This design comes from an exercise in tuning for small area on the open sky130 flow, not from production work. Function was not checked in any run shown here: the RTL went through the layout flow alone.

==> flow/design.v (outline; a module is shown in full before it is edited, if it fits) <==
// module cordic_fa: 6 lines
// module cordic_ha: 6 lines
// module cordic_cct: 6 lines
// module cordic_cci: 6 lines
// module cordic_pipelined: 1600 lines
module cordic_pipelined(clk, z0, xn, yn);
  // ...
==> flow/flow/run.sh <==
#!/bin/bash
# The standard layout (standard.sh: ORFS from synthesis through finish), with two changes:
#  - the input/output port buffers are made from the smallest buffer cell;
#  - synthesis maps the logic with an area-oriented ABC script (flow/abc_area_map.script)
#    in place of ORFS's abc_speed.script. Everything else in synthesis is ORFS's own
#    (run from a copy of ORFS's scripts folder in which only that one file differs).
set -e
rm -rf orfs_scripts
cp -r "$FLOW_HOME/scripts" orfs_scripts
cp flow/abc_area_map.script orfs_scripts/abc_speed.script
export SCRIPTS_DIR="$PWD/orfs_scripts"
export BUFFER_PORTS_ARGS="-buffer_cell sky130_fd_sc_hd__buf_1"
cp standard.sh standard_sh.txt
bash standard.sh > standard.log 2>&1
==> flow/flow/abc_area_map.script <==
strash
dch
map -a
strash
dch
map -a
topo
stime -c
buffer -c
upsize -c
dnsize -c
==> flow/standard.sh <==
#!/bin/bash
# synth_recipe.tcl (not shown) runs the flow's synth.tcl, then flattens the netlist and writes it again
# the make line also repeats each setting of config.mk as NAME=value (left out here)
make -C /OpenROAD-flow-scripts/flow DESIGN_CONFIG=/design/flow/config.mk WORK_HOME=/design/flow/orfs CLKGATE_MAP_FILE= SYNTH_SCRIPT=/design/flow/synth_recipe.tcl "${@:-finish}"
==> flow/config.mk <==
export PLATFORM = sky130hd
export DESIGN_NAME = cordic_pipelined
export DESIGN_NICKNAME = cordic_pipelined
export VERILOG_FILES = /design/flow/design.v
export SDC_FILE = /design/flow/constraint.sdc
export NUM_CORES = 4
export LEC_CHECK = 0
export CAP_MARGIN = 20
export CORE_MARGIN = 2
export CORE_UTILIZATION = 60
export CTS_BUF_LIST = sky130_fd_sc_hd__clkbuf_8
export CTS_CLUSTER_DIAMETER = 100
export CTS_CLUSTER_SIZE = 18
export SLEW_MARGIN = 20
export SYNTH_HIERARCHICAL = 1
==> flow/constraint.sdc <==
create_clock -name core_clock -period 5.0 [get_ports {clk}]
set_input_delay 1.0000 -clock core_clock [delete_from_list [all_inputs] [get_ports {clk}]]
set_output_delay 1.0000 -clock core_clock [all_outputs]
set_load 0.01 [all_outputs]
==> flow_summary.toml, run 1 <==
[run_status]
status = "no timing/DRC/antenna violations"

[min_path]
min_to = "d7_p6"
min_path_cells = 0

[layout]
layout.cells.non_filler = 1693
clk_share_pct = 1.76
diodes = 0
multiInputGateArea_um2 = 7760
buffer_area_share_pct = 3.50
n_fill_cell = 1759
nMultiInputCombCells = 873
signal_buffers = 93
nFlopsAndLatches = 267

[global_routing]
antenna_found_initial = 0

[clock_network]
postCtsHoldBufs = 0

[sta]
fin_skew_ps = 47.5
timing.final.crit_period_ps = 4900
final_max_slew_viol_count = 0
worst_slack_ps = 99.9
setup_viol = 0

[synthesis]
synth_compound_area_share_pct = 10.7
synth_edf_count = 0
yosys.area_share.simple_pct = 8.25
yosys-top-cells-count = "267 x dfxtp_1, 147 x fa_1, 143 x inv_1"
yosys-top-cells-area = "dfxtp_1 38%, fa_1 21%, xor2_1 6.8%"
synth.distinct_cells = 57
syn_inst = 1342
synth-adder-area-share_pct = 27.6

[setup_path]
r2r_slack_ps = 100
cp-endpoint = "ay9_s1_p9"
crit_chain = "xor2_2, xor2_1, fa_1, fa_1, fa_1, fa_1, fa_1, fa_1, fa_1, inv_1, fa_1, fa_1"
worstSetupEndpointType = "flip-flop"
r2r-start = "d8_p8"
ff2ff_path_depth = 12
path_max_fanout = 3
crit_type = "reg -> reg"
rr_endpoint = "ay9_s1_p9"

[floorplan]
core_um2 = 22700
die_h_um = 156

[placement]
gp_congestion = 0.948
placed_area_um2 = 14500
dp_slack_ps = 14.3

[routing]
wl_met3_um = 1610
==> run 2: changes to the inputs <==
--- a/flow/design.v
+++ b/flow/design.v
@@ -658,316 +658,316 @@
   wire ynh10;
   wire ynh11;
   wire ynh12;
   wire ynh13;
   wire ynh14;
   wire ynh15;
   wire ynh16;
   wire ynh17;
-  localparam [63:0] TX0 = 64'ha94e9773a94e9773;
-  localparam [63:0] TY0 = 64'h455c3be2455c3be2;
-  localparam [63:0] TX1 = 64'h00127e88331cf3bb;
-  localparam [63:0] TY1 = 64'h466d96e620b58e80;
-  localparam [63:0] TX2 = 64'h326f6933ecb57e48;
-  localparam [63:0] TY2 = 64'h23b77c91eec35326;
-  localparam [63:0] TX3 = 64'hdda6a2ffdf4765bf;
-  localparam [63:0] TY3 = 64'hdcf3fb5d552030dd;
-  localparam [63:0] TX4 = 64'h777fddb7edbbfeee;
-  localparam [63:0] TY4 = 64'h111544d174dd5777;
-  localparam [63:0] TX5 = 64'hb9dc286a56143b9d;
-  localparam [63:0] TY5 = 64'hdc46be3f03829dc4;
-  localparam [63:0] TX6 = 64'h8ada7888111e5b51;
-  localparam [63:0] TY6 = 64'hef4f1eee88870d08;
-  localparam [63:0] TX7 = 64'h9bc9d79189eb93d9;
-  localparam [63:0] TY7 = 64'hcd6c41c8ec7dc94c;
-  localparam [63:0] TX8 = 64'h561fdca2453bf86a;
-  localparam [63:0] TY8 = 64'h038546fb209d5e3f;
-  localparam [63:0] TX9 = 64'ha88fc54812a3f115;
-  localparam [63:0] TY9 = 64'hfee5602e8bf95880;
-  localparam [63:0] TX10 = 64'h89dfe5b3cda7fb91;
-  localparam [63:0] TY10 = 64'hec4570d964f15dc8;
-  localparam [63:0] TX11 = 64'hba6a5a11885a565d;
-  localparam [63:0] TY11 = 64'hdf3f0f88ee0f0304;
+  localparam [63:0] TX0 = 64'ha94e9770a94e9770;
+  localparam [63:0] TY0 = 64'h055c3be0055c3be0;
+  localparam [63:0] TX1 = 64'h00127e8af31cf3ba;
+  localparam [63:0] TY1 = 64'h066d96e5a0b58e80;
+  localparam [63:0] TX2 = 64'hf26f6930acb57e4a;
+  localparam [63:0] TY2 = 64'ha3b77c90aec35325;
+  localparam [63:0] TX3 = 64'h5da6a2ff5f4765bf;
+  localparam [63:0] TY3 = 64'h5cf3fb5f552030df;
+  localparam [63:0] TX4 = 64'hf77fddb5adbbfeef;
+  localparam [63:0] TY4 = 64'h511544d0f4dd5775;
+  localparam [63:0] TX5 = 64'hf9dc286a56143b9f;
+  localparam [63:0] TY5 = 64'h5c46be3f03829dc5;
+  localparam [63:0] TX6 = 64'h0ada788a511e5b50;
+  localparam [63:0] TY6 = 64'haf4f1eef08870d0a;
+  localparam [63:0] TX7 = 64'h5bc9d79009eb93da;
+  localparam [63:0] TY7 = 64'h0d6c41caac7dc94f;
+  localparam [63:0] TX8 = 64'h561fdca0053bf86a;
+  localparam [63:0] TY8 = 64'h038546faa09d5e3f;
+  localparam [63:0] TX9 = 64'ha88fc54a52a3f115;
+  localparam [63:0] TY9 = 64'hfee5602f0bf95880;
+  localparam [63:0] TX10 = 64'h09dfe5b00da7fb90;
+  localparam [63:0] TY10 = 64'hac4570daa4f15dca;
+  localparam [63:0] TX11 = 64'hfa6a5a10085a565f;
+  localparam [63:0] TY11 = 64'h5f3f0f8aae0f0305;
   localparam [63:0] TX12 = 64'h01ebf3ea57cfd780;
   localparam [63:0] TY12 = 64'ha87d597f016541ea;
   localparam [63:0] TX13 = 64'hfee6dac0035b677f;
   localparam [63:0] TY13 = 64'h57734f6aa90d3115;
-  localparam [63:0] TX14 = 64'h7642cffbdff3426e;
-  localparam [63:0] TY14 = 64'h132b655d45592b37;
-  localparam [63:0] TX15 = 64'hcf66ee77ee7766f3;
-  localparam [63:0] TY15 = 64'h6533771177113359;
-  localparam [63:0] TX16 = 64'h767ef66e766f7e6e;
-  localparam [63:0] TY16 = 64'h1317533713351737;
+  localparam [63:0] TX14 = 64'hf642cffa5ff3426f;
+  localparam [63:0] TY14 = 64'h532b655f05592b35;
+  localparam [63:0] TX15 = 64'h0f66ee75ae7766f0;
+  localparam [63:0] TY15 = 64'ha5337710f711335a;
+  localparam [63:0] TX16 = 64'hf67ef66ff66f7e6f;
+  localparam [63:0] TY16 = 64'h5317533553351735;
   localparam [63:0] TX17 = 64'h0000800000010000;
   localparam [63:0] TY17 = 64'haaaaeaaaaaa8aaaa;
   wire [5:0] ta_c5 = {d5_p5,d4_p5,d3_p5,d2_p5,d1_p5,d0_p5};
   wire [5:0] ta_c6 = {d5_p6,d4_p6,d3_p6,d2_p6,d1_p6,d0_p6};
   assign lx0 = TX0[ta_c5];
   assign lx1 = TX1[ta_c5];
   assign lx2 = TX2[ta_c5];
   assign lx3 = TX3[ta_c5];
   assign lx4 = TX4[ta_c5];
-  assign lx5 = TX5[ta_c6];
+  assign lx5 = TX5[ta_c5];
   assign lx6 = TX6[ta_c5];
   assign lx7 = TX7[ta_c5];
   assign lx8 = TX8[ta_c5];
   assign lx9 = TX9[ta_c5];
   assign lx10 = TX10[ta_c5];
-  assign lx11 = TX11[ta_c6];
-  assign lx12 = TX12[ta_c6];
+  assign lx11 = TX11[ta_c5];
+  assign lx12 = TX12[ta_c5];
   assign lx13 = TX13[ta_c6];
   assign lx14 = TX14[ta_c6];
   assign lx15 = TX15[ta_c6];
   assign lx16 = TX16[ta_c6];
   assign lx17 = TX17[ta_c6];
   assign ly0 = TY0[ta_c5];
   assign ly1 = TY1[ta_c5];
   assign ly2 = TY2[ta_c5];
   assign ly3 = TY3[ta_c5];
   assign ly4 = TY4[ta_c5];
-  assign ly5 = TY5[ta_c6];
+  assign ly5 = TY5[ta_c5];
   assign ly6 = TY6[ta_c5];
   assign ly7 = TY7[ta_c5];
   assign ly8 = TY8[ta_c5];
   assign ly9 = TY9[ta_c5];
   assign ly10 = TY10[ta_c5];
-  assign ly11 = TY11[ta_c6];
-  assign ly12 = TY12[ta_c6];
+  assign ly11 = TY11[ta_c5];
+  assign ly12 = TY12[ta_c5];
   assign ly13 = TY13[ta_c6];
   assign ly14 = TY14[ta_c6];
   assign ly15 = TY15[ta_c6];
   assign ly16 = TY16[ta_c6];
   assign ly17 = TY17[ta_c6];
   assign xt6_0 = lx0 ^ f_p5;
-  assign xt6_1 = lx1_p6 ^ f_p6;
-  assign xt6_2 = lx2_p6 ^ f_p6;
+  assign xt6_1 = lx1 ^ f_p5;
+  assign xt6_2 = lx2 ^ f_p5;
   assign xt6_3 = lx3_p6 ^ f_p6;
   assign xt6_4 = lx4_p6 ^ f_p6;
-  assign xt6_5 = lx5 ^ f_p6;
+  assign xt6_5 = lx5_p6 ^ f_p6;
   assign xt6_6 = lx6 ^ f_p5;
-  assign xt6_7 = lx7_p6 ^ f_p6;
-  assign xt6_8 = lx8_p6 ^ f_p6;
+  assign xt6_7 = lx7 ^ f_p5;
+  assign xt6_8 = lx8 ^ f_p5;
   assign xt6_9 = lx9_p6 ^ f_p6;
   assign xt6_10 = lx10_p6 ^ f_p6;
-  assign xt6_11 = lx11 ^ f_p6;
-  assign xt6_12 = lx12 ^ f_p6;
+  assign xt6_11 = lx11_p6 ^ f_p6;
+  assign xt6_12 = lx12_p6 ^ f_p6;
   assign xt6_13 = lx13 ^ f_p6;
   assign xt6_14 = lx14 ^ f_p6;
   assign xt6_15 = lx15 ^ f_p6;
   assign xt6_16 = lx16 ^ f_p6;
-  assign xt6_17 = lx17_p7 ^ f_p7;
+  assign xt6_17 = lx17 ^ f_p6;
   assign q6_1 = ~(f_p5 ^ d6_p5);
   assign yt6_0 = ly0 ^ q6_1;
   assign q6_2 = ~(f_p5 ^ d6_p5);
-  assign yt6_1 = ly1_p6 ^ q6_2_p6;
-  assign q6_3 = ~(f_p6 ^ d6_p6);
-  assign yt6_2 = ly2_p6 ^ q6_3;
+  assign yt6_1 = ly1 ^ q6_2;
+  assign q6_3 = ~(f_p5 ^ d6_p5);
+  assign yt6_2 = ly2 ^ q6_3;
   assign q6_4 = ~(f_p6 ^ d6_p6);
   assign yt6_3 = ly3_p6 ^ q6_4;
   assign q6_5 = ~(f_p6 ^ d6_p6);
   assign yt6_4 = ly4_p6 ^ q6_5;
   assign q6_6 = ~(f_p6 ^ d6_p6);
-  assign yt6_5 = ly5 ^ q6_6;
+  assign yt6_5 = ly5_p6 ^ q6_6;
   assign q6_7 = ~(f_p5 ^ d6_p5);
   assign yt6_6 = ly6 ^ q6_7;
-  assign q6_8 = ~(f_p6 ^ d6_p6);
-  assign yt6_7 = ly7_p6 ^ q6_8;
-  assign q6_9 = ~(f_p6 ^ d6_p6);
-  assign yt6_8 = ly8_p6 ^ q6_9;
+  assign q6_8 = ~(f_p5 ^ d6_p5);
+  assign yt6_7 = ly7 ^ q6_8;
+  assign q6_9 = ~(f_p5 ^ d6_p5);
+  assign yt6_8 = ly8 ^ q6_9;
   assign q6_10 = ~(f_p6 ^ d6_p6);
   assign yt6_9 = ly9_p6 ^ q6_10;
   assign q6_11 = ~(f_p6 ^ d6_p6);
   assign yt6_10 = ly10_p6 ^ q6_11;
   assign q6_12 = ~(f_p6 ^ d6_p6);
-  assign yt6_11 = ly11 ^ q6_12;
+  assign yt6_11 = ly11_p6 ^ q6_12;
   assign q6_13 = ~(f_p6 ^ d6_p6);
-  assign yt6_12 = ly12 ^ q6_13;
+  assign yt6_12 = ly12_p6 ^ q6_13;
   assign q6_14 = ~(f_p6 ^ d6_p6);
   assign yt6_13 = ly13 ^ q6_14;
   assign q6_15 = ~(f_p6 ^ d6_p6);
   assign yt6_14 = ly14 ^ q6_15;
   assign q6_16 = ~(f_p6 ^ d6_p6);
   assign yt6_15 = ly15 ^ q6_16;
   assign q6_17 = ~(f_p6 ^ d6_p6);
   assign yt6_16 = ly16 ^ q6_17;
-  assign q6_18 = ~(f_p7 ^ d6_p7);
-  assign yt6_17 = ly17_p7 ^ q6_18;
-  assign q6_19 = ~(f_p6 ^ d6_p6);
-  cordic_fa u91 (.a(xt6_0_p6), .b(yt6_6_p6), .c(q6_19), .s(ax6_s0), .co(ax6_c1));
+  assign q6_18 = ~(f_p6 ^ d6_p6);
+  assign yt6_17 = ly17 ^ q6_18;
+  assign q6_19 = ~(f_p5 ^ d6_p5);
+  cordic_fa u91 (.a(xt6_0), .b(yt6_6), .c(q6_19), .s(ax6_s0), .co(ax6_c1));
   cordic_fa u92 (.a(xt6_1), .b(yt6_7), .c(ax6_c1), .s(ax6_s1), .co(ax6_c2));
-  cordic_fa u93 (.a(xt6_2), .b(yt6_8), .c(ax6_c2), .s(ax6_s2), .co(ax6_c3));
+  cordic_fa u93 (.a(xt6_2_p6), .b(yt6_8_p6), .c(ax6_c2_p6), .s(ax6_s2), .co(ax6_c3));
   cordic_fa u94 (.a(xt6_3), .b(yt6_9), .c(ax6_c3), .s(ax6_s3), .co(ax6_c4));
   cordic_fa u95 (.a(xt6_4), .b(yt6_10), .c(ax6_c4), .s(ax6_s4), .co(ax6_c5));
   cordic_fa u96 (.a(xt6_5), .b(yt6_11), .c(ax6_c5), .s(ax6_s5), .co(ax6_c6));
   cordic_fa u97 (.a(xt6_6_p6), .b(yt6_12), .c(ax6_c6), .s(ax6_s6), .co(ax6_c7));
-  cordic_fa u98 (.a(xt6_7), .b(yt6_13), .c(ax6_c7), .s(ax6_s7), .co(ax6_c8));
-  cordic_fa u99 (.a(xt6_8), .b(yt6_14), .c(ax6_c8), .s(ax6_s8), .co(ax6_c9));
+  cordic_fa u98 (.a(xt6_7_p6), .b(yt6_13), .c(ax6_c7), .s(ax6_s7), .co(ax6_c8));
+  cordic_fa u99 (.a(xt6_8_p6), .b(yt6_14), .c(ax6_c8), .s(ax6_s8), .co(ax6_c9));
   cordic_fa u100 (.a(xt6_9), .b(yt6_15), .c(ax6_c9), .s(ax6_s9), .co(ax6_c10));
-  cordic_fa u101 (.a(xt6_10_p7), .b(yt6_16_p7), .c(ax6_c10_p7), .s(ax6_s10), .co(ax6_c11));
-  cordic_fa u102 (.a(xt6_11_p7), .b(yt6_17), .c(ax6_c11), .s(ax6_s11), .co(ax6_c12));
-  cordic_fa u103 (.a(xt6_12_p7), .b(yt6_17), .c(ax6_c12), .s(ax6_s12), .co(ax6_c13));
-  cordic_fa u104 (.a(xt6_13_p7), .b(yt6_17), .c(ax6_c13), .s(ax6_s13), .co(ax6_c14));
-  cordic_fa u105 (.a(xt6_14_p7), .b(yt6_17), .c(ax6_c14), .s(ax6_s14), .co(ax6_c15));
-  cordic_fa u106 (.a(xt6_15_p7), .b(yt6_17), .c(ax6_c15), .s(ax6_s15), .co(ax6_c16));
-  cordic_fa u107 (.a(xt6_16_p7), .b(yt6_17), .c(ax6_c16), .s(ax6_s16), .co(ax6_c17));
-  cordic_fa u108 (.a(xt6_17), .b(yt6_17), .c(ax6_c17), .s(ax6_s17), .co(ax6_c18));
+  cordic_fa u101 (.a(xt6_10), .b(yt6_16), .c(ax6_c10), .s(ax6_s10), .co(ax6_c11));
+  cordic_fa u102 (.a(xt6_11), .b(yt6_17), .c(ax6_c11), .s(ax6_s11), .co(ax6_c12));
+  cordic_fa u103 (.a(xt6_12_p7), .b(yt6_17_p7), .c(ax6_c12_p7), .s(ax6_s12), .co(ax6_c13));
+  cordic_fa u104 (.a(xt6_13_p7), .b(yt6_17_p7), .c(ax6_c13), .s(ax6_s13), .co(ax6_c14));
+  cordic_fa u105 (.a(xt6_14_p7), .b(yt6_17_p7), .c(ax6_c14), .s(ax6_s14), .co(ax6_c15));
+  cordic_fa u106 (.a(xt6_15_p7), .b(yt6_17_p7), .c(ax6_c15), .s(ax6_s15), .co(ax6_c16));
+  cordic_fa u107 (.a(xt6_16_p7), .b(yt6_17_p7), .c(ax6_c16), .s(ax6_s16), .co(ax6_c17));
+  cordic_fa u108 (.a(xt6_17_p7), .b(yt6_17_p7), .c(ax6_c17), .s(ax6_s17), .co(ax6_c18));
   assign xi6_6_20 = ~xt6_6;
   assign xi6_7_21 = ~xt6_7;
-  assign xi6_8_22 = ~xt6_8;
+  assign xi6_8_22 = ~xt6_8_p6;
   assign xi6_9_23 = ~xt6_9;
   assign xi6_10_24 = ~xt6_10;
   assign xi6_11_25 = ~xt6_11;
   assign xi6_12_26 = ~xt6_12;
   assign xi6_13_27 = ~xt6_13;
   assign xi6_14_28 = ~xt6_14;
   assign xi6_15_29 = ~xt6_15;
   assign xi6_16_30 = ~xt6_16;
   assign xi6_17_31 = ~xt6_17;
-  assign xi6_17_32 = ~xt6_17;
-  assign xi6_17_33 = ~xt6_17;
-  assign xi6_17_34 = ~xt6_17;
-  assign xi6_17_35 = ~xt6_17;
-  assign xi6_17_36 = ~xt6_17;
-  assign xi6_17_37 = ~xt6_17;
+  assign xi6_17_32 = ~xt6_17_p7;
+  assign xi6_17_33 = ~xt6_17_p7;
+  assign xi6_17_34 = ~xt6_17_p7;
+  assign xi6_17_35 = ~xt6_17_p7;
+  assign xi6_17_36 = ~xt6_17_p7;
+  assign xi6_17_37 = ~xt6_17_p7;
   assign nf_38 = ~f_p5;
   cordic_fa u128 (.a(yt6_0), .b(xi6_6_20), .c(nf_38), .s(ay6_s0), .co(ay6_c1));
-  cordic_fa u129 (.a(yt6_1), .b(xi6_7_21), .c(ay6_c1_p6), .s(ay6_s1), .co(ay6_c2));
-  cordic_fa u130 (.a(yt6_2), .b(xi6_8_22), .c(ay6_c2), .s(ay6_s2), .co(ay6_c3));
+  cordic_fa u129 (.a(yt6_1), .b(xi6_7_21), .c(ay6_c1), .s(ay6_s1), .co(ay6_c2));
+  cordic_fa u130 (.a(yt6_2_p6), .b(xi6_8_22), .c(ay6_c2_p6), .s(ay6_s2), .co(ay6_c3));
   cordic_fa u131 (.a(yt6_3), .b(xi6_9_23), .c(ay6_c3), .s(ay6_s3), .co(ay6_c4));
   cordic_fa u132 (.a(yt6_4), .b(xi6_10_24), .c(ay6_c4), .s(ay6_s4), .co(ay6_c5));
   cordic_fa u133 (.a(yt6_5), .b(xi6_11_25), .c(ay6_c5), .s(ay6_s5), .co(ay6_c6));
   cordic_fa u134 (.a(yt6_6_p6), .b(xi6_12_26), .c(ay6_c6), .s(ay6_s6), .co(ay6_c7));
-  cordic_fa u135 (.a(yt6_7), .b(xi6_13_27), .c(ay6_c7), .s(ay6_s7), .co(ay6_c8));
-  cordic_fa u136 (.a(yt6_8), .b(xi6_14_28), .c(ay6_c8), .s(ay6_s8), .co(ay6_c9));
+  cordic_fa u135 (.a(yt6_7_p6), .b(xi6_13_27), .c(ay6_c7), .s(ay6_s7), .co(ay6_c8));
+  cordic_fa u136 (.a(yt6_8_p6), .b(xi6_14_28), .c(ay6_c8), .s(ay6_s8), .co(ay6_c9));
   cordic_fa u137 (.a(yt6_9), .b(xi6_15_29), .c(ay6_c9), .s(ay6_s9), .co(ay6_c10));
   cordic_fa u138 (.a(yt6_10), .b(xi6_16_30), .c(ay6_c10), .s(ay6_s10), .co(ay6_c11));
-  cordic_fa u139 (.a(yt6_11_p7), .b(xi6_17_31), .c(ay6_c11_p7), .s(ay6_s11), .co(ay6_c12));
-  cordic_fa u140 (.a(yt6_12_p7), .b(xi6_17_32), .c(ay6_c12), .s(ay6_s12), .co(ay6_c13));
+  cordic_fa u139 (.a(yt6_11), .b(xi6_17_31), .c(ay6_c11), .s(ay6_s11), .co(ay6_c12));
+  cordic_fa u140 (.a(yt6_12_p7), .b(xi6_17_32), .c(ay6_c12_p7), .s(ay6_s12), .co(ay6_c13));
   cordic_fa u141 (.a(yt6_13_p7), .b(xi6_17_33), .c(ay6_c13), .s(ay6_s13), .co(ay6_c14));
   cordic_fa u142 (.a(yt6_14_p7), .b(xi6_17_34), .c(ay6_c14), .s(ay6_s14), .co(ay6_c15));
   cordic_fa u143 (.a(yt6_15_p7), .b(xi6_17_35), .c(ay6_c15), .s(ay6_s15), .co(ay6_c16));
   cordic_fa u144 (.a(yt6_16_p7), .b(xi6_17_36), .c(ay6_c16), .s(ay6_s16), .co(ay6_c17));
-  cordic_fa u145 (.a(yt6_17), .b(xi6_17_37), .c(ay6_c17), .s(ay6_s17), .co(ay6_c18));
+  cordic_fa u145 (.a(yt6_17_p7), .b(xi6_17_37), .c(ay6_c17), .s(ay6_s17), .co(ay6_c18));
   assign yt7_0 = ay6_s0_p6 ^ (d6_p6 ^ d7_p6);
-  assign yt7_1 = ay6_s1 ^ (d6_p6 ^ d7_p6);
+  assign yt7_1 = ay6_s1_p6 ^ (d6_p6 ^ d7_p6);
   assign yt7_2 = ay6_s2 ^ (d6_p6 ^ d7_p6);
-  assign yt7_3 = ay6_s3_p7 ^ (d6_p7 ^ d7_p7);
+  assign yt7_3 = ay6_s3 ^ (d6_p6 ^ d7_p6);
   assign yt7_4 = ay6_s4_p7 ^ (d6_p7 ^ d7_p7);
   assign yt7_5 = ay6_s5_p7 ^ (d6_p7 ^ d7_p7);
   assign yt7_6 = ay6_s6_p7 ^ (d6_p7 ^ d7_p7);
   assign yt7_7 = ay6_s7 ^ (d6_p6 ^ d7_p6);
   assign yt7_8 = ay6_s8 ^ (d6_p6 ^ d7_p6);
   assign yt7_9 = ay6_s9 ^ (d6_p6 ^ d7_p6);
-  assign yt7_10 = ay6_s10_p7 ^ (d6_p7 ^ d7_p7);
-  assign yt7_11 = ay6_s11 ^ (d6_p7 ^ d7_p7);
+  assign yt7_10 = ay6_s10 ^ (d6_p6 ^ d7_p6);
+  assign yt7_11 = ay6_s11_p7 ^ (d6_p7 ^ d7_p7);
   assign yt7_12 = ay6_s12 ^ (d6_p7 ^ d7_p7);
   assign yt7_13 = ay6_s13 ^ (d6_p7 ^ d7_p7);
   assign yt7_14 = ay6_s14 ^ (d6_p7 ^ d7_p7);
   assign yt7_15 = ay6_s15 ^ (d6_p7 ^ d7_p7);
   assign yt7_16 = ay6_s16 ^ (d6_p7 ^ d7_p7);
   assign yt7_17 = ay6_s17 ^ (d6_p7 ^ d7_p7);
   assign q7_39 = ~(f_p6 ^ d7_p6);
-  cordic_fa u165 (.a(ax6_s0), .b(yt7_7), .c(q7_39), .s(ax7_s0), .co(ax7_c1));
-  cordic_fa u166 (.a(ax6_s1), .b(yt7_8), .c(ax7_c1), .s(ax7_s1), .co(ax7_c2));
-  cordic_fa u167 (.a(ax6_s2_p7), .b(yt7_9_p7), .c(ax7_c2_p7), .s(ax7_s2), .co(ax7_c3));
-  cordic_fa u168 (.a(ax6_s3_p7), .b(yt7_10), .c(ax7_c3), .s(ax7_s3), .co(ax7_c4));
+  cordic_fa u165 (.a(ax6_s0_p6), .b(yt7_7), .c(q7_39), .s(ax7_s0), .co(ax7_c1));
+  cordic_fa u166 (.a(ax6_s1_p6), .b(yt7_8), .c(ax7_c1), .s(ax7_s1), .co(ax7_c2));
+  cordic_fa u167 (.a(ax6_s2), .b(yt7_9), .c(ax7_c2), .s(ax7_s2), .co(ax7_c3));
+  cordic_fa u168 (.a(ax6_s3_p7), .b(yt7_10_p7), .c(ax7_c3_p7), .s(ax7_s3), .co(ax7_c4));
   cordic_fa u169 (.a(ax6_s4_p7), .b(yt7_11), .c(ax7_c4), .s(ax7_s4), .co(ax7_c5));
   cordic_fa u170 (.a(ax6_s5_p7), .b(yt7_12), .c(ax7_c5), .s(ax7_s5), .co(ax7_c6));
   cordic_fa u171 (.a(ax6_s6_p7), .b(yt7_13), .c(ax7_c6), .s(ax7_s6), .co(ax7_c7));
   cordic_fa u172 (.a(ax6_s7_p7), .b(yt7_14), .c(ax7_c7), .s(ax7_s7), .co(ax7_c8));
   cordic_fa u173 (.a(ax6_s8_p7), .b(yt7_15), .c(ax7_c8), .s(ax7_s8), .co(ax7_c9));
   cordic_fa u174 (.a(ax6_s9_p7), .b(yt7_16), .c(ax7_c9), .s(ax7_s9), .co(ax7_c10));
-  cordic_fa u175 (.a(ax6_s10), .b(yt7_17), .c(ax7_c10), .s(ax7_s10), .co(ax7_c11));
-  cordic_fa u176 (.a(ax6_s11), .b(yt7_17), .c(ax7_c11), .s(ax7_s11), .co(ax7_c12));
-  cordic_fa u177 (.a(ax6_s12_p8), .b(yt7_17_p8), .c(ax7_c12_p8), .s(ax7_s12), .co(ax7_c13));
-  cordic_fa u178 (.a(ax6_s13_p8), .b(yt7_17_p8), .c(ax7_c13), .s(ax7_s13), .co(ax7_c14));
+  cordic_fa u175 (.a(ax6_s10_p7), .b(yt7_17), .c(ax7_c10), .s(ax7_s10), .co(ax7_c11));
+  cordic_fa u176 (.a(ax6_s11_p7), .b(yt7_17), .c(ax7_c11), .s(ax7_s11), .co(ax7_c12));
+  cordic_fa u177 (.a(ax6_s12), .b(yt7_17), .c(ax7_c12), .s(ax7_s12), .co(ax7_c13));
+  cordic_fa u178 (.a(ax6_s13_p8), .b(yt7_17_p8), .c(ax7_c13_p8), .s(ax7_s13), .co(ax7_c14));
   cordic_fa u179 (.a(ax6_s14_p8), .b(yt7_17_p8), .c(ax7_c14), .s(ax7_s14), .co(ax7_c15));
   cordic_fa u180 (.a(ax6_s15_p8), .b(yt7_17_p8), .c(ax7_c15), .s(ax7_s15), .co(ax7_c16));
   cordic_fa u181 (.a(ax6_s16_p8), .b(yt7_17_p8), .c(ax7_c16), .s(ax7_s16), .co(ax7_c17));
   cordic_fa u182 (.a(ax6_s17_p8), .b(yt7_17_p8), .c(ax7_c17), .s(ax7_s17), .co(ax7_c18));
   assign xi7_7_40 = ~ax6_s7;
   assign xi7_8_41 = ~ax6_s8;
-  assign xi7_9_42 = ~ax6_s9_p7;
-  assign xi7_10_43 = ~ax6_s10;
-  assign xi7_11_44 = ~ax6_s11;
+  assign xi7_9_42 = ~ax6_s9;
+  assign xi7_10_43 = ~ax6_s10_p7;
+  assign xi7_11_44 = ~ax6_s11_p7;
   assign xi7_12_45 = ~ax6_s12;
   assign xi7_13_46 = ~ax6_s13;
   assign xi7_14_47 = ~ax6_s14;
   assign xi7_15_48 = ~ax6_s15;
   assign xi7_16_49 = ~ax6_s16;
   assign xi7_17_50 = ~ax6_s17;
   assign xi7_17_51 = ~ax6_s17;
-  assign xi7_17_52 = ~ax6_s17_p8;
+  assign xi7_17_52 = ~ax6_s17;
   assign xi7_17_53 = ~ax6_s17_p8;
   assign xi7_17_54 = ~ax6_s17_p8;
   assign xi7_17_55 = ~ax6_s17_p8;
   assign xi7_17_56 = ~ax6_s17_p8;
   assign xi7_17_57 = ~ax6_s17_p8;
   assign nf_58 = ~f_p6;
   cordic_fa u202 (.a(yt7_0), .b(xi7_7_40), .c(nf_58), .s(ay7_s0), .co(ay7_c1));
   cordic_fa u203 (.a(yt7_1), .b(xi7_8_41), .c(ay7_c1), .s(ay7_s1), .co(ay7_c2));
-  cordic_fa u204 (.a(yt7_2_p7), .b(xi7_9_42), .c(ay7_c2_p7), .s(ay7_s2), .co(ay7_c3));
-  cordic_fa u205 (.a(yt7_3), .b(xi7_10_43), .c(ay7_c3), .s(ay7_s3), .co(ay7_c4));
+  cordic_fa u204 (.a(yt7_2), .b(xi7_9_42), .c(ay7_c2), .s(ay7_s2), .co(ay7_c3));
+  cordic_fa u205 (.a(yt7_3_p7), .b(xi7_10_43), .c(ay7_c3_p7), .s(ay7_s3), .co(ay7_c4));
   cordic_fa u206 (.a(yt7_4), .b(xi7_11_44), .c(ay7_c4), .s(ay7_s4), .co(ay7_c5));
   cordic_fa u207 (.a(yt7_5), .b(xi7_12_45), .c(ay7_c5), .s(ay7_s5), .co(ay7_c6));
   cordic_fa u208 (.a(yt7_6), .b(xi7_13_46), .c(ay7_c6), .s(ay7_s6), .co(ay7_c7));
   cordic_fa u209 (.a(yt7_7_p7), .b(xi7_14_47), .c(ay7_c7), .s(ay7_s7), .co(ay7_c8));
   cordic_fa u210 (.a(yt7_8_p7), .b(xi7_15_48), .c(ay7_c8), .s(ay7_s8), .co(ay7_c9));
   cordic_fa u211 (.a(yt7_9_p7), .b(xi7_16_49), .c(ay7_c9), .s(ay7_s9), .co(ay7_c10));
-  cordic_fa u212 (.a(yt7_10), .b(xi7_17_50), .c(ay7_c10), .s(ay7_s10), .co(ay7_c11));
+  cordic_fa u212 (.a(yt7_10_p7), .b(xi7_17_50), .c(ay7_c10), .s(ay7_s10), .co(ay7_c11));
   cordic_fa u213 (.a(yt7_11), .b(xi7_17_51), .c(ay7_c11), .s(ay7_s11), .co(ay7_c12));
-  cordic_fa u214 (.a(yt7_12_p8), .b(xi7_17_52), .c(ay7_c12_p8), .s(ay7_s12), .co(ay7_c13));
-  cordic_fa u215 (.a(yt7_13_p8), .b(xi7_17_53), .c(ay7_c13), .s(ay7_s13), .co(ay7_c14));
+  cordic_fa u214 (.a(yt7_12), .b(xi7_17_52), .c(ay7_c12), .s(ay7_s12), .co(ay7_c13));
+  cordic_fa u215 (.a(yt7_13_p8), .b(xi7_17_53), .c(ay7_c13_p8), .s(ay7_s13), .co(ay7_c14));
   cordic_fa u216 (.a(yt7_14_p8), .b(xi7_17_54), .c(ay7_c14), .s(ay7_s14), .co(ay7_c15));
   cordic_fa u217 (.a(yt7_15_p8), .b(xi7_17_55), .c(ay7_c15), .s(ay7_s15), .co(ay7_c16));
   cordic_fa u218 (.a(yt7_16_p8), .b(xi7_17_56), .c(ay7_c16), .s(ay7_s16), .co(ay7_c17));
   cordic_fa u219 (.a(yt7_17_p8), .b(xi7_17_57), .c(ay7_c17), .s(ay7_s17), .co(ay7_c18));
   assign yt8_0 = ay7_s0_p7 ^ (d7_p7 ^ d8_p7);
   assign yt8_1 = ay7_s1_p7 ^ (d7_p7 ^ d8_p7);
-  assign yt8_2 = ay7_s2 ^ (d7_p7 ^ d8_p7);
+  assign yt8_2 = ay7_s2_p7 ^ (d7_p7 ^ d8_p7);
   assign yt8_3 = ay7_s3 ^ (d7_p7 ^ d8_p7);
   assign yt8_4 = ay7_s4_p8 ^ (d7_p8 ^ d8_p8);
   assign yt8_5 = ay7_s5_p8 ^ (d7_p8 ^ d8_p8);
   assign yt8_6 = ay7_s6_p8 ^ (d7_p8 ^ d8_p8);
   assign yt8_7 = ay7_s7_p8 ^ (d7_p8 ^ d8_p8);
   assign yt8_8 = ay7_s8 ^ (d7_p7 ^ d8_p7);
   assign yt8_9 = ay7_s9 ^ (d7_p7 ^ d8_p7);
   assign yt8_10 = ay7_s10 ^ (d7_p7 ^ d8_p7);
-  assign yt8_11 = ay7_s11_p8 ^ (d7_p8 ^ d8_p8);
-  assign yt8_12 = ay7_s12 ^ (d7_p8 ^ d8_p8);
+  assign yt8_11 = ay7_s11 ^ (d7_p7 ^ d8_p7);
+  assign yt8_12 = ay7_s12_p8 ^ (d7_p8 ^ d8_p8);
   assign yt8_13 = ay7_s13 ^ (d7_p8 ^ d8_p8);
   assign yt8_14 = ay7_s14 ^ (d7_p8 ^ d8_p8);
   assign yt8_15 = ay7_s15 ^ (d7_p8 ^ d8_p8);
   assign yt8_16 = ay7_s16 ^ (d7_p8 ^ d8_p8);
   assign yt8_17 = ay7_s17 ^ (d7_p8 ^ d8_p8);
   assign q8_59 = ~(f_p7 ^ d8_p7);
   cordic_fa u239 (.a(ax7_s0_p7), .b(yt8_8), .c(q8_59), .s(ax8_s0), .co(ax8_c1));
   cordic_fa u240 (.a(ax7_s1_p7), .b(yt8_9), .c(ax8_c1), .s(ax8_s1), .co(ax8_c2));
-  cordic_fa u241 (.a(ax7_s2_p8), .b(yt8_10_p8), .c(ax8_c2_p8), .s(ax8_s2), .co(ax8_c3));
-  cordic_fa u242 (.a(ax7_s3_p8), .b(yt8_11), .c(ax8_c3), .s(ax8_s3), .co(ax8_c4));
+  cordic_fa u241 (.a(ax7_s2_p7), .b(yt8_10), .c(ax8_c2), .s(ax8_s2), .co(ax8_c3));
+  cordic_fa u242 (.a(ax7_s3_p8), .b(yt8_11_p8), .c(ax8_c3_p8), .s(ax8_s3), .co(ax8_c4));
   cordic_fa u243 (.a(ax7_s4_p8), .b(yt8_12), .c(ax8_c4), .s(ax8_s4), .co(ax8_c5));
   cordic_fa u244 (.a(ax7_s5_p8), .b(yt8_13), .c(ax8_c5), .s(ax8_s5), .co(ax8_c6));
   cordic_fa u245 (.a(ax7_s6_p8), .b(yt8_14), .c(ax8_c6), .s(ax8_s6), .co(ax8_c7));
   cordic_fa u246 (.a(ax7_s7_p8), .b(yt8_15), .c(ax8_c7), .s(ax8_s7), .co(ax8_c8));
   cordic_fa u247 (.a(ax7_s8_p8), .b(yt8_16), .c(ax8_c8), .s(ax8_s8), .co(ax8_c9));
   cordic_fa u248 (.a(ax7_s9_p8), .b(yt8_17), .c(ax8_c9), .s(ax8_s9), .co(ax8_c10));
   cordic_fa u249 (.a(ax7_s10_p8), .b(yt8_17), .c(ax8_c10), .s(ax8_s10), .co(ax8_c11));
   cordic_fa u250 (.a(ax7_s11_p8), .b(yt8_17), .c(ax8_c11), .s(ax8_s11), .co(ax8_c12));
-  cordic_fa u251 (.a(ax7_s12_p9), .b(yt8_17_p9), .c(ax8_c12_p9), .s(ax8_s12), .co(ax8_c13));
-  cordic_fa u252 (.a(ax7_s13_p9), .b(yt8_17_p9), .c(ax8_c13), .s(ax8_s13), .co(ax8_c14));
+  cordic_fa u251 (.a(ax7_s12_p8), .b(yt8_17), .c(ax8_c12), .s(ax8_s12), .co(ax8_c13));
+  cordic_fa u252 (.a(ax7_s13_p9), .b(yt8_17_p9), .c(ax8_c13_p9), .s(ax8_s13), .co(ax8_c14));
   cordic_fa u253 (.a(ax7_s14_p9), .b(yt8_17_p9), .c(ax8_c14), .s(ax8_s14), .co(ax8_c15));
   cordic_fa u254 (.a(ax7_s15_p9), .b(yt8_17_p9), .c(ax8_c15), .s(ax8_s15), .co(ax8_c16));
   cordic_fa u255 (.a(ax7_s16_p9), .b(yt8_17_p9), .c(ax8_c16), .s(ax8_s16), .co(ax8_c17));
   cordic_fa u256 (.a(ax7_s17_p9), .b(yt8_17_p9), .c(ax8_c17), .s(ax8_s17), .co(ax8_c18));
   assign xi8_8_60 = ~ax7_s8;
   assign xi8_9_61 = ~ax7_s9;
   assign xi8_10_62 = ~ax7_s10;
   assign xi8_11_63 = ~ax7_s11_p8;
-  assign xi8_12_64 = ~ax7_s12;
+  assign xi8_12_64 = ~ax7_s12_p8;
   assign xi8_13_65 = ~ax7_s13;
   assign xi8_14_66 = ~ax7_s14;
   assign xi8_15_67 = ~ax7_s15;
   assign xi8_16_68 = ~ax7_s16;
   assign xi8_17_69 = ~ax7_s17;
   assign xi8_17_70 = ~ax7_s17;
   assign xi8_17_71 = ~ax7_s17;
   assign xi8_17_72 = ~ax7_s17;
@@ -983,17 +983,17 @@
   cordic_fa u279 (.a(yt8_3_p8), .b(xi8_11_63), .c(ay8_c3_p8), .s(ay8_s3), .co(ay8_c4));
   cordic_fa u280 (.a(yt8_4), .b(xi8_12_64), .c(ay8_c4), .s(ay8_s4), .co(ay8_c5));
   cordic_fa u281 (.a(yt8_5), .b(xi8_13_65), .c(ay8_c5), .s(ay8_s5), .co(ay8_c6));
   cordic_fa u282 (.a(yt8_6), .b(xi8_14_66), .c(ay8_c6), .s(ay8_s6), .co(ay8_c7));
   cordic_fa u283 (.a(yt8_7), .b(xi8_15_67), .c(ay8_c7), .s(ay8_s7), .co(ay8_c8));
   cordic_fa u284 (.a(yt8_8_p8), .b(xi8_16_68), .c(ay8_c8), .s(ay8_s8), .co(ay8_c9));
   cordic_fa u285 (.a(yt8_9_p8), .b(xi8_17_69), .c(ay8_c9), .s(ay8_s9), .co(ay8_c10));
   cordic_fa u286 (.a(yt8_10_p8), .b(xi8_17_70), .c(ay8_c10), .s(ay8_s10), .co(ay8_c11));
-  cordic_fa u287 (.a(yt8_11), .b(xi8_17_71), .c(ay8_c11), .s(ay8_s11), .co(ay8_c12));
+  cordic_fa u287 (.a(yt8_11_p8), .b(xi8_17_71), .c(ay8_c11), .s(ay8_s11), .co(ay8_c12));
   cordic_fa u288 (.a(yt8_12), .b(xi8_17_72), .c(ay8_c12), .s(ay8_s12), .co(ay8_c13));
   cordic_fa u289 (.a(yt8_13_p9), .b(xi8_17_73), .c(ay8_c13_p9), .s(ay8_s13), .co(ay8_c14));
   cordic_fa u290 (.a(yt8_14_p9), .b(xi8_17_74), .c(ay8_c14), .s(ay8_s14), .co(ay8_c15));
   cordic_fa u291 (.a(yt8_15_p9), .b(xi8_17_75), .c(ay8_c15), .s(ay8_s15), .co(ay8_c16));
   cordic_fa u292 (.a(yt8_16_p9), .b(xi8_17_76), .c(ay8_c16), .s(ay8_s16), .co(ay8_c17));
   cordic_fa u293 (.a(yt8_17_p9), .b(xi8_17_77), .c(ay8_c17), .s(ay8_s17), .co(ay8_c18));
   assign yt9_0 = ay8_s0_p8 ^ (d8_p8 ^ d9_p8);
   assign yt9_1 = ay8_s1_p8 ^ (d8_p8 ^ d9_p8);
@@ -1030,17 +1030,17 @@
   cordic_fa u326 (.a(ax8_s13_p10), .b(yt9_17_p10), .c(ax9_c13), .s(ax9_s13), .co(ax9_c14));
   cordic_fa u327 (.a(ax8_s14_p10), .b(yt9_17_p10), .c(ax9_c14), .s(ax9_s14), .co(ax9_c15));
   cordic_fa u328 (.a(ax8_s15_p10), .b(yt9_17_p10), .c(ax9_c15), .s(ax9_s15), .co(ax9_c16));
   cordic_fa u329 (.a(ax8_s16_p10), .b(yt9_17_p10), .c(ax9_c16), .s(ax9_s16), .co(ax9_c17));
   cordic_fa u330 (.a(ax8_s17_p10), .b(yt9_17_p10), .c(ax9_c17), .s(ax9_s17), .co(ax9_c18));
   assign xi9_9_80 = ~ax8_s9;
   assign xi9_10_81 = ~ax8_s10;
   assign xi9_11_82 = ~ax8_s11_p9;
-  assign xi9_12_83 = ~ax8_s12;
+  assign xi9_12_83 = ~ax8_s12_p9;
   assign xi9_13_84 = ~ax8_s13;
   assign xi9_14_85 = ~ax8_s14;
   assign xi9_15_86 = ~ax8_s15;
   assign xi9_16_87 = ~ax8_s16;
   assign xi9_17_88 = ~ax8_s17;
   assign xi9_17_89 = ~ax8_s17;
   assign xi9_17_90 = ~ax8_s17;
   assign xi9_17_91 = ~ax8_s17;
@@ -1198,137 +1198,143 @@
   reg d9_p9;
   reg d9_p10;
   reg f_p4;
   reg f_p5;
   reg f_p6;
   reg f_p7;
   reg f_p8;
   reg f_p9;
-  reg lx1_p6;
-  reg lx2_p6;
   reg lx3_p6;
   reg lx4_p6;
-  reg lx7_p6;
-  reg lx8_p6;
+  reg lx5_p6;
   reg lx9_p6;
   reg lx10_p6;
-  reg lx17_p7;
-  reg ly1_p6;
-  reg ly2_p6;
+  reg lx11_p6;
+  reg lx12_p6;
   reg ly3_p6;
   reg ly4_p6;
-  reg ly7_p6;
-  reg ly8_p6;
+  reg ly5_p6;
   reg ly9_p6;
   reg ly10_p6;
-  reg ly17_p7;
-  reg xt6_0_p6;
+  reg ly11_p6;
+  reg ly12_p6;
+  reg xt6_2_p6;
   reg xt6_6_p6;
-  reg xt6_10_p7;
-  reg xt6_11_p7;
+  reg xt6_7_p6;
+  reg xt6_8_p6;
   reg xt6_12_p7;
   reg xt6_13_p7;
   reg xt6_14_p7;
   reg xt6_15_p7;
   reg xt6_16_p7;
-  reg q6_2_p6;
+  reg xt6_17_p7;
+  reg yt6_2_p6;
   reg yt6_6_p6;
-  reg yt6_11_p7;
+  reg yt6_7_p6;
+  reg yt6_8_p6;
   reg yt6_12_p7;
   reg yt6_13_p7;
   reg yt6_14_p7;
   reg yt6_15_p7;
   reg yt6_16_p7;
-  reg ax6_s2_p7;
+  reg yt6_17_p7;
+  reg ax6_s0_p6;
+  reg ax6_s1_p6;
+  reg ax6_c2_p6;
   reg ax6_s3_p7;
   reg ax6_s4_p7;
   reg ax6_s5_p7;
   reg ax6_s6_p7;
   reg ax6_s7_p7;
   reg ax6_s8_p7;
   reg ax6_s9_p7;
-  reg ax6_c10_p7;
-  reg ax6_s12_p8;
+  reg ax6_s10_p7;
+  reg ax6_s11_p7;
+  reg ax6_c12_p7;
   reg ax6_s13_p8;
   reg ax6_s14_p8;
   reg ax6_s15_p8;
   reg ax6_s16_p8;
   reg ax6_s17_p8;
   reg ay6_s0_p6;
-  reg ay6_c1_p6;
-  reg ay6_s3_p7;
+  reg ay6_s1_p6;
+  reg ay6_c2_p6;
   reg ay6_s4_p7;
   reg ay6_s5_p7;
   reg ay6_s6_p7;
-  reg ay6_s10_p7;
-  reg ay6_c11_p7;
-  reg yt7_2_p7;
+  reg ay6_s11_p7;
+  reg ay6_c12_p7;
+  reg yt7_3_p7;
   reg yt7_7_p7;
   reg yt7_8_p7;
   reg yt7_9_p7;
-  reg yt7_12_p8;
+  reg yt7_10_p7;
   reg yt7_13_p8;
   reg yt7_14_p8;
   reg yt7_15_p8;
   reg yt7_16_p8;
   reg yt7_17_p8;
   reg ax7_s0_p7;
   reg ax7_s1_p7;
-  reg ax7_c2_p7;
-  reg ax7_s2_p8;
+  reg ax7_s2_p7;
+  reg ax7_c3_p7;
   reg ax7_s3_p8;
   reg ax7_s4_p8;
   reg ax7_s5_p8;
   reg ax7_s6_p8;
   reg ax7_s7_p8;
   reg ax7_s8_p8;
   reg ax7_s9_p8;
   reg ax7_s10_p8;
   reg ax7_s11_p8;
-  reg ax7_c12_p8;
-  reg ax7_s12_p9;
+  reg ax7_s12_p8;
+  reg ax7_c13_p8;
   reg ax7_s13_p9;
   reg ax7_s14_p9;
   reg ax7_s15_p9;
   reg ax7_s16_p9;
   reg ax7_s17_p9;
   reg ay7_s0_p7;
   reg ay7_s1_p7;
-  reg ay7_c2_p7;
+  reg ay7_s2_p7;
+  reg ay7_c3_p7;
   reg ay7_s4_p8;
   reg ay7_s5_p8;
   reg ay7_s6_p8;
   reg ay7_s7_p8;
-  reg ay7_s11_p8;
-  reg ay7_c12_p8;
+  reg ay7_s12_p8;
+  reg ay7_c13_p8;
   reg yt8_3_p8;
   reg yt8_8_p8;
   reg yt8_9_p8;
   reg yt8_10_p8;
+  reg yt8_11_p8;
   reg yt8_13_p9;
   reg yt8_14_p9;
   reg yt8_15_p9;
   reg yt8_16_p9;
   reg yt8_17_p9;
   reg ax8_s0_p8;
   reg ax8_s1_p8;
-  reg ax8_c2_p8;
+  reg ax8_s2_p8;
   reg ax8_s2_p9;
+  reg ax8_c3_p8;
   reg ax8_s3_p9;
   reg ax8_s4_p9;
   reg ax8_s5_p9;
   reg ax8_s6_p9;
   reg ax8_s7_p9;
   reg ax8_s8_p9;
   reg ax8_s9_p9;
   reg ax8_s10_p9;
   reg ax8_s11_p9;
-  reg ax8_c12_p9;
+  reg ax8_s12_p9;
   reg ax8_s12_p10;
+  reg ax8_c13_p9;
   reg ax8_s13_p10;
   reg ax8_s14_p10;
   reg ax8_s15_p10;
   reg ax8_s16_p10;
   reg ax8_s17_p10;
   reg ay8_s0_p8;
   reg ay8_s1_p8;
   reg ay8_s2_p8;
@@ -1427,137 +1433,143 @@
     d9_p9 <= d9_p8;
     d9_p10 <= d9_p9;
     f_p4 <= f;
     f_p5 <= f_p4;
     f_p6 <= f_p5;
     f_p7 <= f_p6;
     f_p8 <= f_p7;
     f_p9 <= f_p8;
-    lx1_p6 <= lx1;
-    lx2_p6 <= lx2;
     lx3_p6 <= lx3;
     lx4_p6 <= lx4;
-    lx7_p6 <= lx7;
-    lx8_p6 <= lx8;
+    lx5_p6 <= lx5;
     lx9_p6 <= lx9;
     lx10_p6 <= lx10;
-    lx17_p7 <= lx17;
-    ly1_p6 <= ly1;
-    ly2_p6 <= ly2;
+    lx11_p6 <= lx11;
+    lx12_p6 <= lx12;
     ly3_p6 <= ly3;
     ly4_p6 <= ly4;
-    ly7_p6 <= ly7;
-    ly8_p6 <= ly8;
+    ly5_p6 <= ly5;
     ly9_p6 <= ly9;
     ly10_p6 <= ly10;
-    ly17_p7 <= ly17;
-    xt6_0_p6 <= xt6_0;
+    ly11_p6 <= ly11;
+    ly12_p6 <= ly12;
+    xt6_2_p6 <= xt6_2;
     xt6_6_p6 <= xt6_6;
-    xt6_10_p7 <= xt6_10;
-    xt6_11_p7 <= xt6_11;
+    xt6_7_p6 <= xt6_7;
+    xt6_8_p6 <= xt6_8;
     xt6_12_p7 <= xt6_12;
     xt6_13_p7 <= xt6_13;
     xt6_14_p7 <= xt6_14;
     xt6_15_p7 <= xt6_15;
     xt6_16_p7 <= xt6_16;
-    q6_2_p6 <= q6_2;
+    xt6_17_p7 <= xt6_17;
+    yt6_2_p6 <= yt6_2;
     yt6_6_p6 <= yt6_6;
-    yt6_11_p7 <= yt6_11;
+    yt6_7_p6 <= yt6_7;
+    yt6_8_p6 <= yt6_8;
     yt6_12_p7 <= yt6_12;
     yt6_13_p7 <= yt6_13;
     yt6_14_p7 <= yt6_14;
     yt6_15_p7 <= yt6_15;
     yt6_16_p7 <= yt6_16;
-    ax6_s2_p7 <= ax6_s2;
+    yt6_17_p7 <= yt6_17;
+    ax6_s0_p6 <= ax6_s0;
+    ax6_s1_p6 <= ax6_s1;
+    ax6_c2_p6 <= ax6_c2;
     ax6_s3_p7 <= ax6_s3;
     ax6_s4_p7 <= ax6_s4;
     ax6_s5_p7 <= ax6_s5;
     ax6_s6_p7 <= ax6_s6;
     ax6_s7_p7 <= ax6_s7;
     ax6_s8_p7 <= ax6_s8;
     ax6_s9_p7 <= ax6_s9;
-    ax6_c10_p7 <= ax6_c10;
-    ax6_s12_p8 <= ax6_s12;
+    ax6_s10_p7 <= ax6_s10;
+    ax6_s11_p7 <= ax6_s11;
+    ax6_c12_p7 <= ax6_c12;
     ax6_s13_p8 <= ax6_s13;
     ax6_s14_p8 <= ax6_s14;
     ax6_s15_p8 <= ax6_s15;
     ax6_s16_p8 <= ax6_s16;
     ax6_s17_p8 <= ax6_s17;
     ay6_s0_p6 <= ay6_s0;
-    ay6_c1_p6 <= ay6_c1;
-    ay6_s3_p7 <= ay6_s3;
+    ay6_s1_p6 <= ay6_s1;
+    ay6_c2_p6 <= ay6_c2;
     ay6_s4_p7 <= ay6_s4;
     ay6_s5_p7 <= ay6_s5;
     ay6_s6_p7 <= ay6_s6;
-    ay6_s10_p7 <= ay6_s10;
-    ay6_c11_p7 <= ay6_c11;
-    yt7_2_p7 <= yt7_2;
+    ay6_s11_p7 <= ay6_s11;
+    ay6_c12_p7 <= ay6_c12;
+    yt7_3_p7 <= yt7_3;
     yt7_7_p7 <= yt7_7;
     yt7_8_p7 <= yt7_8;
     yt7_9_p7 <= yt7_9;
-    yt7_12_p8 <= yt7_12;
+    yt7_10_p7 <= yt7_10;
     yt7_13_p8 <= yt7_13;
     yt7_14_p8 <= yt7_14;
     yt7_15_p8 <= yt7_15;
     yt7_16_p8 <= yt7_16;
     yt7_17_p8 <= yt7_17;
     ax7_s0_p7 <= ax7_s0;
     ax7_s1_p7 <= ax7_s1;
-    ax7_c2_p7 <= ax7_c2;
-    ax7_s2_p8 <= ax7_s2;
+    ax7_s2_p7 <= ax7_s2;
+    ax7_c3_p7 <= ax7_c3;
     ax7_s3_p8 <= ax7_s3;
     ax7_s4_p8 <= ax7_s4;
     ax7_s5_p8 <= ax7_s5;
     ax7_s6_p8 <= ax7_s6;
     ax7_s7_p8 <= ax7_s7;
     ax7_s8_p8 <= ax7_s8;
     ax7_s9_p8 <= ax7_s9;
     ax7_s10_p8 <= ax7_s10;
     ax7_s11_p8 <= ax7_s11;
-    ax7_c12_p8 <= ax7_c12;
-    ax7_s12_p9 <= ax7_s12;
+    ax7_s12_p8 <= ax7_s12;
+    ax7_c13_p8 <= ax7_c13;
     ax7_s13_p9 <= ax7_s13;
     ax7_s14_p9 <= ax7_s14;
     ax7_s15_p9 <= ax7_s15;
     ax7_s16_p9 <= ax7_s16;
     ax7_s17_p9 <= ax7_s17;
     ay7_s0_p7 <= ay7_s0;
     ay7_s1_p7 <= ay7_s1;
-    ay7_c2_p7 <= ay7_c2;
+    ay7_s2_p7 <= ay7_s2;
+    ay7_c3_p7 <= ay7_c3;
     ay7_s4_p8 <= ay7_s4;
     ay7_s5_p8 <= ay7_s5;
     ay7_s6_p8 <= ay7_s6;
     ay7_s7_p8 <= ay7_s7;
-    ay7_s11_p8 <= ay7_s11;
-    ay7_c12_p8 <= ay7_c12;
+    ay7_s12_p8 <= ay7_s12;
+    ay7_c13_p8 <= ay7_c13;
     yt8_3_p8 <= yt8_3;
     yt8_8_p8 <= yt8_8;
     yt8_9_p8 <= yt8_9;
     yt8_10_p8 <= yt8_10;
+    yt8_11_p8 <= yt8_11;
     yt8_13_p9 <= yt8_13;
     yt8_14_p9 <= yt8_14;
     yt8_15_p9 <= yt8_15;
     yt8_16_p9 <= yt8_16;
     yt8_17_p9 <= yt8_17;
     ax8_s0_p8 <= ax8_s0;
     ax8_s1_p8 <= ax8_s1;
-    ax8_c2_p8 <= ax8_c2;
-    ax8_s2_p9 <= ax8_s2;
+    ax8_s2_p8 <= ax8_s2;
+    ax8_s2_p9 <= ax8_s2_p8;
+    ax8_c3_p8 <= ax8_c3;
     ax8_s3_p9 <= ax8_s3;
     ax8_s4_p9 <= ax8_s4;
     ax8_s5_p9 <= ax8_s5;
     ax8_s6_p9 <= ax8_s6;
     ax8_s7_p9 <= ax8_s7;
     ax8_s8_p9 <= ax8_s8;
     ax8_s9_p9 <= ax8_s9;
     ax8_s10_p9 <= ax8_s10;
     ax8_s11_p9 <= ax8_s11;
-    ax8_c12_p9 <= ax8_c12;
-    ax8_s12_p10 <= ax8_s12;
+    ax8_s12_p9 <= ax8_s12;
+    ax8_s12_p10 <= ax8_s12_p9;
+    ax8_c13_p9 <= ax8_c13;
     ax8_s13_p10 <= ax8_s13;
     ax8_s14_p10 <= ax8_s14;
     ax8_s15_p10 <= ax8_s15;
     ax8_s16_p10 <= ax8_s16;
     ax8_s17_p10 <= ax8_s17;
     ay8_s0_p8 <= ay8_s0;
     ay8_s1_p8 <= ay8_s1;
     ay8_s2_p8 <= ay8_s2;
==> flow_summary.toml, run 2 <==
[clock_network]
postCtsHoldBufs = 0
path_clk_slew_ps = 100
clock_sinks = 273
cts_root_buffer = "clkbuf_8"
h-tree-depth = 1
cts.path.max_buffers = 3
cts_buffers = 19
clk_latency_ps = 520
cts_tree = "yes"

[run_status]
status = "no timing/DRC/antenna violations"

[layout]
ff_latch_area_um2 = 5470
area_growth_pct = 6.09
diodes = 0
n_fill_cell = 1969
finalNetCount = 1652
drive_gt1_share_pct = 5.57
largestRegisters = "z1_r1: 11 flops, z3_r2: 9 flops"
final_cell_mix = "270 x dfxtp_1, 145 x inv_1, 145 x fa_1"
layout.cells.non_filler = 1720
largest_register = "z1_r1"
mostFrequentLayoutCell = "dfxtp_1"
largest_reg_flops = 11
fin_util_pct = 64.4
final_area_um2 = 15000
multiInputGateArea_um2 = 7820

[setup_path]
critPathArrivalTime_ps = 3800
cp-endpoint = "yn[17]"
r2r-start = "ax6_s17_p8"
crit_type = "reg -> out"
ff2ff_path_depth = 11
worstPathRequired_ps = 4000
cp-startpoint = "ax8_s17_p10"
worst_setup_path_start_kind = "flip-flop"
worstSetupEndpointType = "output pin"
rr_endpoint = "ax8_s12_p9"
path_max_fanout = 6
r2r_slack_ps = 220

[sta]
maxSlewHeadroom_pct = 27.8
timing.final.crit_period_ps = 4800
final_max_slew_viol_count = 0
fmax_mhz = 208
setup_viol = 0
holdWs_ps = 331
fin_skew_ps = 23.9
finalHoldViolCount = 0
finalCritPeriodShare_pct = 96.1
worst_slack_ps = 195
worst_slew_pin_slew_ps = 1070
tns_ps = 0

[routing]
routedWlPerCell_um = 17.4
first_pass_iters = 6
antenna_left = 0
wl_um = 29900
drtIter0Drc = 740
drc = 0
vias_per_cell = 5.40
num_vias = 9285

[flow_run]
cap_violations = 0

[synthesis]
syn-num-nets = 1601
synth.distinct_cells = 44
ys_ff_latch = 273
syn-cell-area_um2 = 14100
synth_area_leader_cell = "dfxtp_1"
synth-async-reset-ratio_pct = 0
synth_ff_type = "dfxtp_1"
yosysMostFrequentCell = "dfxtp_1"
synth_edf_count = 0
netlist.area_leader.share_pct = 38.7
yosysWarningCount = 7
avgSynthCellArea_um2 = 10.5
ys_seq_area_share_pct = 38.7
yosys-top-cells-area = "dfxtp_1 39%, fa_1 21%, ha_1 8.0%"
yosys-top-cells-count = "273 x dfxtp_1, 147 x fa_1, 146 x inv_1"
syn_inst = 1350

[placement]
dp_cells = 1699
gp_congestion = 1.01
portBuffers = 49
dp_slack_ps = 187
hpwl_um = 23700
placed_area_um2 = 14700

[floorplan]
core_um2 = 23300
chipWidth_um = 157
rows = 56
die-area_um2 = 24800
die_h_um = 157
ios = 50
start_util_pct = 60.7

[global_routing]
use_met1_pct = 28.8
gr-usage-met3_pct = 3.28
antenna_found_initial = 0
busiest_layer = "met2"
grt_pass1_wl_um = 47400
grt_pass1_vias = 9191
track_usage_pct = 24.7
grt_use_met2_pct = 45.7
grt_max_degree = 41
gr-total-overflow = 0

[min_path]
hp-class = "reg -> reg"
[run 2: cell type report]
cell class | count | area share [%]
Clock buffer | 19 | 1.75
Multi-Input combinational cell | 873 | 52.2
Clock inverter | 2 | 0.159
Inverter | 156 | 3.93
Timing Repair Buffer | 78 | 2.72
Sequential cell | 273 | 36.5
Tap cell | 319 | 2.67
[run 2: routing by layer]
metal	vias up	routed length, um
li1	4452	-
met1	4371	11400
met2	378	15400
met3	84	1720
met4	0	1380
met5	-	0
[run 2: how the worst min path moves through the flow]
| stage | endpoint | cells past startpoint | startpoint |
|---|---|---|---|
| global placement | d9_p6 | 0 | d9_p5 |
| global route | d2_p5 | 0 | d2_p4 |
| detailed placement | d3_p5 | 0 | d3_p4 |
| floorplan | ax8_s2_p9 | 0 | ax8_s2_p8 |
| finish | d7_p5 | 0 | d7_p4 |
| CTS | d7_p5 | 0 | d7_p4 |
[run 2: per-module statistics from Yosys (local to each module, per instance)]
module | flip-flops and latches | area [um2] | cells | times used
cordic_fa | 0 | 20.0 | 1 | 144
cordic_pipelined | 273 | 11200 | 1206 | 1
[run 2: logic make-up after synthesis]
| kind of cell | synth area share, % |
|---|---|
| AOI/OAI and AO/OA | 10.6 |
| xor gates and xnor gates | 8.73 |
| adders and majority gates | 28.8 |
| buffers and inverters | 5.89 |
| DFF | 38.7 |
| and+or+nand+nor | 7.17 |
[run 2: repair_timing]
action                                  in CTS  in global routing
pin swaps                                    0                  2
endpoints found under the setup margin       1                  3
gates resized for setup                      2                  9
setup buffers                                0                  0
gates cloned                                 0                  0
[run 2: critical path, cell delays in order (launching register included)]
cell and delay, ps:
dfxtp_2 390, inv_4 80, fa_2 360, fa_2 350, fa_1 380, fa_1 400, fa_1 400, fa_1 500
xnor2_1 130, xor2_1 150, buf_2 140

## re-timing with driven ports
The flow's constraints put no driver on any port. The routed layouts listed below were extracted and timed again, unchanged, in two steps. Step 1 sets driving cells, clkbuf_16 on the clock port and buf_2 on the other inputs (assumed; they add their load-dependent delay and slew). Step 2 adds t to the input delays and takes it off the output delays; t is the mean of the earliest and latest rising clock arrival at the registers after step 1. Input paths then give back, and output paths get back, about the clock's delay inside the block. Three values: ideal, step 1, step 2; two values: the first two.
| run | t, ns | setup slack, ns | worst setup path at the end | cell pins on the clock port's net |
|---|---|---|---|---|
| run 1 | 0.570 | 0.100 / 0.100 / 0.100 | register to register | 1 |
| run 2 | 0.560 | 0.195 / 0.150 / 0.219 | register to register | 1 |
After both steps every run listed still meets setup and hold.
